This is an optimization exercise on Yosys and OpenROAD, whose aim is small area, not a production implementation. The RTL was checked by simulation tests, not by an equivalence proof against the original design. Power is estimated from default activity; no workload was simulated.

==> run a: inputs <==
==> flow/design.v <==
module flexpipe_top (
    input  logic                   clk,
    input  logic                   rst_n,
    input  logic                   dbg_mode,
    output logic [31:0]            dbg_cycle_count,
    input  logic [63:0]            s_axi_awaddr,
    input  logic                   s_axi_awvalid,
    output logic                   s_axi_awready,
    input  logic [31:0]            s_axi_wdata,
    input  logic [3:0]             s_axi_wstrb,
    input  logic                   s_axi_wvalid,
    output logic                   s_axi_wready,
    output logic [1:0]             s_axi_bresp,
    output logic                   s_axi_bvalid,
    input  logic                   s_axi_bready,
    input  logic                   core_idle,
    input  logic                   core_pipeline_drained,
    input  logic                   flip_ack,
    output logic                   request_flip,
    output logic [196:0]           active_config,
    output logic                   layer_start_pulse,
    input  logic [108:0]           core_mem_req,
    input  logic                   core_mem_req_valid,
    output logic                   core_mem_req_ready,
    output logic [267:0]           core_mem_resp,
    output logic                   core_mem_resp_valid,
    output logic [108:0]           mem_master_req,
    output logic                   mem_master_valid,
    input  logic                   mem_master_ready,
    input  logic [267:0]           mem_master_resp,
    input  logic                   mem_master_resp_valid
);
    logic [31:0] dbg_q;
    always @(posedge clk or negedge rst_n) begin
        if (!rst_n)        dbg_q <= 32'd0;
        else if (dbg_mode) dbg_q <= dbg_q + 32'd1;
    end
    assign dbg_cycle_count = dbg_q;
    logic        axi_w, axi_b;
    logic [1:0]  widx;
    logic        wr;
    assign wr = axi_w & s_axi_wvalid;
    always @(posedge clk or negedge rst_n) begin
        if (!rst_n) begin
            axi_w <= 1'b0;
            axi_b <= 1'b0;
            widx  <= 2'd0;
        end else begin
            axi_w <= axi_w ? ~s_axi_wvalid : (~axi_b & s_axi_awvalid);
            axi_b <= axi_b ? ~s_axi_bready : wr;
            if (wr) widx <= widx + 2'd1;
        end
    end
    assign s_axi_awready = ~(axi_w | axi_b);
    assign s_axi_wready  = axi_w;
    assign s_axi_bvalid  = axi_b;
    assign s_axi_bresp   = 2'b00;
    logic [31:0] sh_cc, sh_cb, sh_pw, sh_ds;
    always @(posedge clk) begin
        if (wr && widx == 2'd0) sh_cc <= s_axi_wdata;
        if (wr && widx == 2'd1) sh_cb <= s_axi_wdata;
        if (wr && widx == 2'd2) sh_pw <= s_axi_wdata;
        if (wr && widx == 2'd3) sh_ds <= s_axi_wdata;
    end
    logic        sh_valid, flip_req, start_pulse, act_valid;
    logic [3:0]  epoch;
    logic [31:0] act_cc, act_cb, act_pw, act_ds;
    logic        no_outstanding_active;
    logic        flip;
    assign flip = flip_req & flip_ack;
    always @(posedge clk or negedge rst_n) begin
        if (!rst_n) begin
            sh_valid    <= 1'b0;
            flip_req    <= 1'b0;
            start_pulse <= 1'b0;
            act_valid   <= 1'b0;
            epoch       <= 4'd0;
            act_cc      <= 32'd0;
            act_cb      <= 32'd0;
            act_pw      <= 32'd0;
            act_ds      <= 32'd0;
        end else begin
            sh_valid    <= ~flip & (sh_valid | (wr & widx == 2'd3));
            flip_req    <= flip_req ? ~flip_ack
                                    : (sh_valid & core_idle & core_pipeline_drained & no_outstanding_active);
            start_pulse <= flip;
            if (flip) begin
                act_valid <= 1'b1;
                epoch     <= epoch + 4'd1;
                act_cc    <= sh_cc;
                act_cb    <= sh_cb;
                act_pw    <= sh_pw;
                act_ds    <= sh_ds;
            end
        end
    end
    assign request_flip      = flip_req;
    assign layer_start_pulse = start_pulse;
    assign active_config     = {act_cc, act_cb, act_pw, act_ds, 64'd0, act_valid, epoch};
    logic [7:0] act_cnt;
    logic       core_dec;
    assign core_dec = mem_master_resp_valid & mem_master_resp[1] & ~mem_master_resp[11]
                    & (act_cnt != 8'd0);
    always @(posedge clk or negedge rst_n) begin
        if (!rst_n)                                         act_cnt <= 8'd0;
        else if (core_dec)                                  act_cnt <= act_cnt - 8'd1;
        else if (core_mem_req_valid && mem_master_ready)    act_cnt <= act_cnt + 8'd1;
    end
    assign no_outstanding_active = (act_cnt == 8'd0);
    logic s_pr, s_pw, s_dr, s_dw, s_done;
    logic idle, pf_valid, pf_grant, pf_resp, ep_ok, id_ok;
    logic ptr_hit, data_last, data_hit, more, abort;
    logic [3:0]  walk_epoch;
    logic [31:0] walk_cnt, walk_max;
    logic [63:0] data_addr;
    assign idle      = ~(s_pr | s_pw | s_dr | s_dw | s_done);
    assign pf_valid  = s_pr | s_dr;
    assign pf_grant  = pf_valid & ~core_mem_req_valid & mem_master_ready;
    assign pf_resp   = mem_master_resp_valid & mem_master_resp[11];
    assign ep_ok     = (mem_master_resp[5:2] == epoch);
    assign id_ok     = (mem_master_resp[10:6] == 5'd0);
    assign ptr_hit   = s_pw & pf_resp & ep_ok & id_ok;
    assign data_last = s_dw & pf_resp & ep_ok & mem_master_resp[1];
    assign data_hit  = data_last & id_ok;
    assign more      = (walk_cnt != walk_max);
    assign abort     = ~idle & start_pulse;
    assign walk_epoch = epoch - {3'd0, start_pulse};
    always @(posedge clk or negedge rst_n) begin
        if (!rst_n) begin
            s_pr   <= 1'b0;
            s_pw   <= 1'b0;
            s_dr   <= 1'b0;
            s_dw   <= 1'b0;
            s_done <= 1'b0;
        end else begin
            s_pr   <= ~abort & ((idle & sh_valid) | (s_pr & ~pf_grant) | (data_hit & more));
            s_pw   <= ~abort & ((s_pr & pf_grant) | (s_pw & ~ptr_hit));
            s_dr   <= ~abort & (ptr_hit | (s_dr & ~pf_grant));
            s_dw   <= ~abort & ((s_dr & pf_grant) | (s_dw & ~data_hit));
            s_done <= ~abort & ((data_hit & ~more) | (s_done & sh_valid));
        end
    end
    always @(posedge clk) begin
        if (idle) begin
            walk_cnt <= 32'd0;
            walk_max <= sh_pw;
        end else if (data_last && more) begin
            walk_cnt <= walk_cnt + 32'd1;
        end
    end
    always @(posedge clk) begin
        data_addr <= ({64{s_pw}} & mem_master_resp[75:12]) | ({64{s_dr}} & data_addr);
    end
    logic [108:0] pf_req;
    assign pf_req = {({64{s_pr}} & {29'd0, walk_cnt, 3'd0}) | ({64{s_dr}} & data_addr),
                     26'd0, s_dr, 1'b0, s_pr, 3'd0,
                     pf_valid, 5'd0,
                     {4{pf_valid}} & walk_epoch,
                     s_dr, s_pr,
                     1'b0};
    assign mem_master_valid   = core_mem_req_valid | pf_valid;
    assign mem_master_req     = core_mem_req_valid ? {core_mem_req[108:13], 1'b0, core_mem_req[11:0]}
                                                   : pf_req;
    assign core_mem_req_ready = core_mem_req_valid & mem_master_ready;
    assign core_mem_resp       = mem_master_resp;
    assign core_mem_resp_valid = mem_master_resp_valid & ~mem_master_resp[11];
endmodule
==> flow/flow/run.sh <==
#!/bin/bash
# The standard ORFS layout with these changes:
#  - ABC maps the combinational logic with an area-oriented script
#    (flow/abc_area.script); the rest of the synthesis is the standard flow's own, so the
#    registers, their names and their cells are the standard synthesis's;
#  - the port buffers use the smallest buffer cell;

# Each tool's output goes to make_finish.log here and to ORFS's per-step logs
# under orfs/logs/.
set -euo pipefail
here=$(pwd)

sed 's#log_cmd abc {\*}\$abc_args#log_cmd abc -script '"$here"'/flow/abc_area.script {*}[lrange $abc_args 2 end]#' \
    "$FLOW_HOME/scripts/synth.tcl" > synth_area.tcl
grep -q 'flow/abc_area.script' synth_area.tcl
sed 's#source \$::env(SCRIPTS_DIR)/synth.tcl#source '"$here"'/synth_area.tcl#' synth_recipe.tcl > synth_top.tcl
grep -q 'synth_area.tcl' synth_top.tcl
sed 's#SYNTH_SCRIPT=[^ ]*#SYNTH_SCRIPT='"$here"'/synth_top.tcl#' standard.sh > layout.sh
grep -q 'synth_top.tcl' layout.sh

export BUFFER_PORTS_ARGS="-buffer_cell sky130_fd_sc_hd__buf_1"
bash layout.sh > make_finish.log 2>&1
==> flow/flow/abc_area.script <==
strash
dc2
dch -f
amap
==> flow/standard.sh <==
#!/bin/bash
# synth_recipe.tcl (not shown) runs the flow's synth.tcl, then flattens the netlist and writes it again
# the make line also repeats each setting of config.mk as NAME=value (left out here)
make -C /OpenROAD-flow-scripts/flow DESIGN_CONFIG=/design/flow/config.mk WORK_HOME=/design/flow/orfs CLKGATE_MAP_FILE= SYNTH_SCRIPT=/design/flow/synth_recipe.tcl "${@:-finish}"
==> flow/config.mk <==
export PLATFORM = sky130hd
export DESIGN_NAME = flexpipe_top
export DESIGN_NICKNAME = flexpipe_top
export VERILOG_FILES = /design/flow/design.v
export SDC_FILE = /design/flow/constraint.sdc
export NUM_CORES = 4
export LEC_CHECK = 0
export CAP_MARGIN = 20
export CORE_AREA = 10 10 410 410
export CTS_BUF_LIST = sky130_fd_sc_hd__clkbuf_2 sky130_fd_sc_hd__clkbuf_4 sky130_fd_sc_hd__clkbuf_8
export CTS_CLUSTER_DIAMETER = 40
export CTS_CLUSTER_SIZE = 12
export DIE_AREA = 0 0 420 420
export SLEW_MARGIN = 20
==> flow/constraint.sdc <==
create_clock -name core_clock -period 5.0 [get_ports {clk}]
set_input_delay 1.0000 -clock core_clock [delete_from_list [all_inputs] [get_ports {clk}]]
set_output_delay 1.0000 -clock core_clock [all_outputs]
set_load 0.01 [all_outputs]
==> run b: changes against run a <==
--- a/flow/design.v
+++ b/flow/design.v
@@ -152,14 +152,18 @@
         data_addr <= ({64{s_pw}} & mem_master_resp[75:12]) | ({64{s_dr}} & data_addr);
     end
-    logic [108:0] pf_req;
-    assign pf_req = {({64{s_pr}} & {29'd0, walk_cnt, 3'd0}) | ({64{s_dr}} & data_addr),
-                     26'd0, s_dr, 1'b0, s_pr, 3'd0,
-                     pf_valid, 5'd0,
-                     {4{pf_valid}} & walk_epoch,
-                     s_dr, s_pr,
-                     1'b0};
+    logic         sel_core, sel_pr, sel_dr;
+    logic [108:0] core_part, pf_part;
+    assign sel_core = core_mem_req_valid;
+    assign sel_pr   = ~core_mem_req_valid & s_pr;
+    assign sel_dr   = ~core_mem_req_valid & s_dr;
+    assign core_part = {109{sel_core}} & {core_mem_req[108:13], 1'b0, core_mem_req[11:0]};
+    assign pf_part   = {({64{sel_pr}} & {29'd0, walk_cnt, 3'd0}) | ({64{sel_dr}} & data_addr),
+                        26'd0, sel_dr, 1'b0, sel_pr, 3'd0,
+                        sel_pr | sel_dr, 5'd0,
+                        {4{sel_pr | sel_dr}} & walk_epoch,
+                        sel_dr, sel_pr,
+                        1'b0};
     assign mem_master_valid   = core_mem_req_valid | pf_valid;
-    assign mem_master_req     = core_mem_req_valid ? {core_mem_req[108:13], 1'b0, core_mem_req[11:0]}
-                                                   : pf_req;
+    assign mem_master_req     = core_part | pf_part;
     assign core_mem_req_ready = core_mem_req_valid & mem_master_ready;
     assign core_mem_resp       = mem_master_resp;
--- a/flow/flow/run.sh
+++ b/flow/flow/run.sh
@@ -5,5 +5,7 @@
 #    registers, their names and their cells are the standard synthesis's;
 #  - the port buffers use the smallest buffer cell;
-
+#  - pins may also sit on met4 on the top and bottom edges, so that the die
+#    can be smaller;
+#  - one tie cell drives all the constant outputs (no tie fanout repair).
 # Each tool's output goes to make_finish.log here and to ORFS's per-step logs
 # under orfs/logs/.
@@ -20,3 +22,5 @@
 
 export BUFFER_PORTS_ARGS="-buffer_cell sky130_fd_sc_hd__buf_1"
+export IO_PLACER_V="met2 met4"
+export SKIP_REPAIR_TIE_FANOUT=1
 bash layout.sh > make_finish.log 2>&1
==> flow/flow/abc_area.script (replaced) <==
strash
dc2
dch -f
amap -m -F 4 -A 8
CORE_AREA = 5 5 275 275   (was 10 10 410 410)
CTS_BUF_LIST = sky130_fd_sc_hd__clkbuf_8   (was sky130_fd_sc_hd__clkbuf_2 sky130_fd_sc_hd__clkbuf_4 sky130_fd_sc_hd__clkbuf_8)
CTS_CLUSTER_DIAMETER = 50   (was 40)
CTS_CLUSTER_SIZE = 16   (was 12)
DIE_AREA = 0 0 280 280   (was 0 0 420 420)
==> run c: changes against run a <==
--- a/flow/flow/run.sh
+++ b/flow/flow/run.sh
@@ -20,3 +20,5 @@
 
 export BUFFER_PORTS_ARGS="-buffer_cell sky130_fd_sc_hd__buf_1"
+export IO_PLACER_V="met2 met4"
+export SKIP_REPAIR_TIE_FANOUT=1
 bash layout.sh > make_finish.log 2>&1
CORE_AREA = 5 5 275 275   (was 10 10 410 410)
CTS_BUF_LIST = sky130_fd_sc_hd__clkbuf_8   (was sky130_fd_sc_hd__clkbuf_2 sky130_fd_sc_hd__clkbuf_4 sky130_fd_sc_hd__clkbuf_8)
CTS_CLUSTER_DIAMETER = 50   (was 40)
CTS_CLUSTER_SIZE = 16   (was 12)
DIE_AREA = 0 0 280 280   (was 0 0 420 420)
GPL_TIMING_DRIVEN = 0   (was unset)
==> summary.txt <==
	run a	run b	run c
Detail Route met2 WL	55100 µm	43200 µm	46000 µm
Synth Area in XOR/XNOR	0.276%	0.0919%	0.276%
Clock buffer instance count of the final layout	92	44	47
Core Rows	146	99	99
Total length of routed met3 wires	14700 µm	20700 µm	12600 µm
Outcome	finished clean	finished clean	finished clean
Clock group	3920 µW	2370 µW	2460 µW
Number of instances in the synthesized netlist	1721	1697	1721
Post-cts sizing count	0	0	8
Maximum net fanout on the critical path	6	4	6
Crit path launch	epoch[1]	epoch[3]	epoch[1]
Number of well taps	2072	959	959
Core ar.	159000 µm²	72600 µm²	72600 µm²
Sequential share of power	43.9%	49.9%	47.9%
Number of antenna violations at the first check in global routing	54	57	74
Max IR drop VDD	0.000223 V	0.000346 V	0.000333 V
Met1 Routed Length	29200 µm	32200 µm	40200 µm
Area of the multi-input gates	5050 µm²	4990 µm²	4900 µm²
Critical path data arrival time	5230 ps	5390 ps	5060 ps
Switching power total	4360 µW	3920 µW	4050 µW
Power per cell area	497 nW/µm²	496 nW/µm²	438 nW/µm²

---

==> run R: inputs <==
RTL: the design.v shown in full above, as it stands there.
==> flow/config.mk <==
export PLATFORM = sky130hd
export DESIGN_NAME = flexpipe_top
export DESIGN_NICKNAME = flexpipe_top
export VERILOG_FILES = /design/flow/design.v
export SDC_FILE = /design/flow/constraint.sdc
export NUM_CORES = 4
export LEC_CHECK = 0
export CAP_MARGIN = 20
export CORE_AREA = 5 5 275 275
export CTS_BUF_LIST = sky130_fd_sc_hd__clkbuf_8
export CTS_CLUSTER_DIAMETER = 50
export CTS_CLUSTER_SIZE = 16
export DIE_AREA = 0 0 280 280
export PLACE_DENSITY = 0.8
export SLEW_MARGIN = 20
==> flow/constraint.sdc <==
create_clock -name core_clock -period 5.0 [get_ports {clk}]
set_input_delay 1.0000 -clock core_clock [delete_from_list [all_inputs] [get_ports {clk}]]
set_output_delay 1.0000 -clock core_clock [all_outputs]
set_load 0.01 [all_outputs]
standard.sh (not shown) runs the stock make flow with config.mk's settings and CLKGATE_MAP_FILE= SYNTH_SCRIPT=/design/flow/synth_recipe.tcl, a recipe that flattens the netlist after the stock synthesis.
==> flow/flow/run.sh <==
#!/bin/bash
# The standard ORFS layout with these changes:
#  - ABC maps the combinational logic with an area-oriented script
#    (flow/abc_area.script); the rest of the synthesis is the standard flow's own, so the
#    registers, their names and their cells are the standard synthesis's;
#  - the port buffers use the smallest buffer cell;

# Each tool's output goes to make_finish.log here and to ORFS's per-step logs
# under orfs/logs/.
set -euo pipefail
here=$(pwd)

sed 's#log_cmd abc {\*}\$abc_args#log_cmd abc -script '"$here"'/flow/abc_area.script {*}[lrange $abc_args 2 end]#' \
    "$FLOW_HOME/scripts/synth.tcl" > synth_area.tcl
grep -q 'flow/abc_area.script' synth_area.tcl
sed 's#source \$::env(SCRIPTS_DIR)/synth.tcl#source '"$here"'/synth_area.tcl#' synth_recipe.tcl > synth_top.tcl
grep -q 'synth_area.tcl' synth_top.tcl
sed 's#SYNTH_SCRIPT=[^ ]*#SYNTH_SCRIPT='"$here"'/synth_top.tcl#' standard.sh > layout.sh
grep -q 'synth_top.tcl' layout.sh

export BUFFER_PORTS_ARGS="-buffer_cell sky130_fd_sc_hd__buf_1"
export IO_PLACER_V="met2 met4"
bash layout.sh > make_finish.log 2>&1
==> flow/flow/abc_area.script <==
strash
dc2
dch -f
amap
==> run D: changes against run R <==
--- a/flow/design.v
+++ b/flow/design.v
@@ -152,14 +152,18 @@
         data_addr <= ({64{s_pw}} & mem_master_resp[75:12]) | ({64{s_dr}} & data_addr);
     end
-    logic [108:0] pf_req;
-    assign pf_req = {({64{s_pr}} & {29'd0, walk_cnt, 3'd0}) | ({64{s_dr}} & data_addr),
-                     26'd0, s_dr, 1'b0, s_pr, 3'd0,
-                     pf_valid, 5'd0,
-                     {4{pf_valid}} & walk_epoch,
-                     s_dr, s_pr,
-                     1'b0};
+    logic         sel_core, sel_pr, sel_dr;
+    logic [108:0] core_part, pf_part;
+    assign sel_core = core_mem_req_valid;
+    assign sel_pr   = ~core_mem_req_valid & s_pr;
+    assign sel_dr   = ~core_mem_req_valid & s_dr;
+    assign core_part = {109{sel_core}} & {core_mem_req[108:13], 1'b0, core_mem_req[11:0]};
+    assign pf_part   = {({64{sel_pr}} & {29'd0, walk_cnt, 3'd0}) | ({64{sel_dr}} & data_addr),
+                        26'd0, sel_dr, 1'b0, sel_pr, 3'd0,
+                        sel_pr | sel_dr, 5'd0,
+                        {4{sel_pr | sel_dr}} & walk_epoch,
+                        sel_dr, sel_pr,
+                        1'b0};
     assign mem_master_valid   = core_mem_req_valid | pf_valid;
-    assign mem_master_req     = core_mem_req_valid ? {core_mem_req[108:13], 1'b0, core_mem_req[11:0]}
-                                                   : pf_req;
+    assign mem_master_req     = core_part | pf_part;
     assign core_mem_req_ready = core_mem_req_valid & mem_master_ready;
     assign core_mem_resp       = mem_master_resp;
--- a/flow/flow/run.sh
+++ b/flow/flow/run.sh
@@ -5,5 +5,7 @@
 #    registers, their names and their cells are the standard synthesis's;
 #  - the port buffers use the smallest buffer cell;
-
+#  - pins may also sit on met4 on the top and bottom edges, so that the die
+#    can be smaller;
+#  - one tie cell drives all the constant outputs (no tie fanout repair).
 # Each tool's output goes to make_finish.log here and to ORFS's per-step logs
 # under orfs/logs/.
@@ -21,3 +23,4 @@
 export BUFFER_PORTS_ARGS="-buffer_cell sky130_fd_sc_hd__buf_1"
 export IO_PLACER_V="met2 met4"
+export SKIP_REPAIR_TIE_FANOUT=1
 bash layout.sh > make_finish.log 2>&1
==> flow/flow/abc_area.script (replaced) <==
strash
dch -f
amap -m -F 2 -A 8
Settings changed: PLACE_DENSITY 0.8 to default.
==> run Y: changes against run R <==
--- a/flow/design.v
+++ b/flow/design.v
@@ -148,7 +148,5 @@
             walk_cnt <= walk_cnt + 32'd1;
         end
-    end
-    always @(posedge clk) begin
-        data_addr <= ({64{s_pw}} & mem_master_resp[75:12]) | ({64{s_dr}} & data_addr);
+        if (s_pw) data_addr <= mem_master_resp[75:12];
     end
     logic [108:0] pf_req;
==> flow/flow/run.sh (replaced) <==
#!/bin/bash
# Standard ORFS layout, with the port buffers made from the smallest buffer cell.
set -euo pipefail
export BUFFER_PORTS_ARGS="-buffer_cell sky130_fd_sc_hd__buf_1"
bash standard.sh > make_finish.log 2>&1
Settings changed: CORE_AREA 5 5 275 275 to 10 10 410 410, CTS_BUF_LIST sky130_fd_sc_hd__clkbuf_8 to default, CTS_CLUSTER_DIAMETER 50 to default, CTS_CLUSTER_SIZE 16 to default, DIE_AREA 0 0 280 280 to 0 0 420 420, PLACE_DENSITY 0.8 to default.
removed: flow/flow/abc_area.script
==> summary.txt <==
| metric | run D | run R | run Y |
|---|---|---|---|
| Run status | timing/DRC/antenna clean | timing/DRC/antenna clean | timing/DRC/antenna clean |
| Portion of netlist area occupied by mux cells | 0.05894% | 0% | 0.5710% |
| Net switching share of the total power | 36.36% | 36.82% | 33.72% |
| Switching power of the nets | 3976 uW | 4073 uW | 4084 uW |
| Worst hold slack across all endpoints | 0.4546 ns | 0.4047 ns | 0.3748 ns |
| Worst-case register-to-register setup slack | 0.91 ns | 0.42 ns | 1.86 ns |
| FF-to-FF End | walk_cnt[28] | walk_cnt[31] | s_pr |
| Gpl congestion | 0.9555 | 0.8729 | 0.8817 |
| Sequential-cell power consumption | 5400 uW | 5250 uW | 5440 uW |
| Sequential cell area fraction in the yosys report | 59.44% | 59.58% | 60.16% |
| Setup Crit Path Kind | in2reg | reg2reg | reg2out |
| Iteration-0 DRC Markers | 1324 | 1007 | 970 |
| Core area | 0.07259 mm^2 | 0.07259 mm^2 | 0.1587 mm^2 |
| Top-count cell post-synth | sky130_fd_sc_hd__buf_4 | sky130_fd_sc_hd__buf_4 | sky130_fd_sc_hd__nand2_1 |
| Met1 GRT Util | 25.26% | 22.89% | 11.12% |
| Final design instance area without fill | 0.02127 mm^2 | 0.02212 mm^2 | 0.02439 mm^2 |
| Number of nets in the final layout | 2421 | 2649 | 2634 |
| Number of detailed-routing iterations run before antenna repair | 7 | 5 | 5 |
| Worst Clk Skew | 0.04016 ns | 0.03494 ns | 0.03325 ns |
| Required arrival time at the worst endpoint | 5.53 ns | 5.59 ns | 4.00 ns |
| Fraction of layout instances using a drive strength above 1 | 5.013% | 8.246% | 6.459% |
| Sequential cell area | 0.01136 mm^2 | 0.01136 mm^2 | 0.01200 mm^2 |

## afterwards: timing with drivers on the ports
How much do the figures lean on ideal ports? The routed layouts below were timed once more, with nothing changed but the port constraints.
Step 1 (the two cells are an assumption about what drives the block):
set clk [get_ports {clk}]
set_driving_cell -lib_cell sky130_fd_sc_hd__clkbuf_16 $clk
set_driving_cell -lib_cell sky130_fd_sc_hd__buf_2 [delete_from_list [all_inputs] $clk]
Step 2 times the ports against the registers' clock, not the clock port: input delays grow and output delays shrink by t, the midpoint of the rising clock arrivals with the driver on.
Slacks: ideal ports / drivers / drivers and shift; pairs: ideal ports / drivers.
run | t, ns | setup slack, ns | worst hold slack (ns)
run a | 0.797 | 0.429 / 0.429 / -0.314 | 0.345 / 0.312 / 0.437
run b | 0.680 | 0.157 / 0.157 / -0.493 | 0.306 / 0.280 / 0.444
run c | 0.686 | 0.514 / 0.514 / -0.170 | 0.343 / 0.314 / 0.451
run R | 0.715 | 0.417 / 0.417 / -0.214 | 0.405 / 0.380 / 0.455
run D | 0.656 | 0.886 / 0.874 / 0.218 | 0.455 / 0.455 / 0.455
run Y | 0.712 | 1.262 / 1.197 / 1.345 | 0.375 / 0.340 / 0.419
Met with ideal ports but missed after step 2: setup timing in run a, run b, run c and run R. The setup slack of run a, which loses most, moves by 0.000 ns with the drivers and by -0.743 ns with both steps.
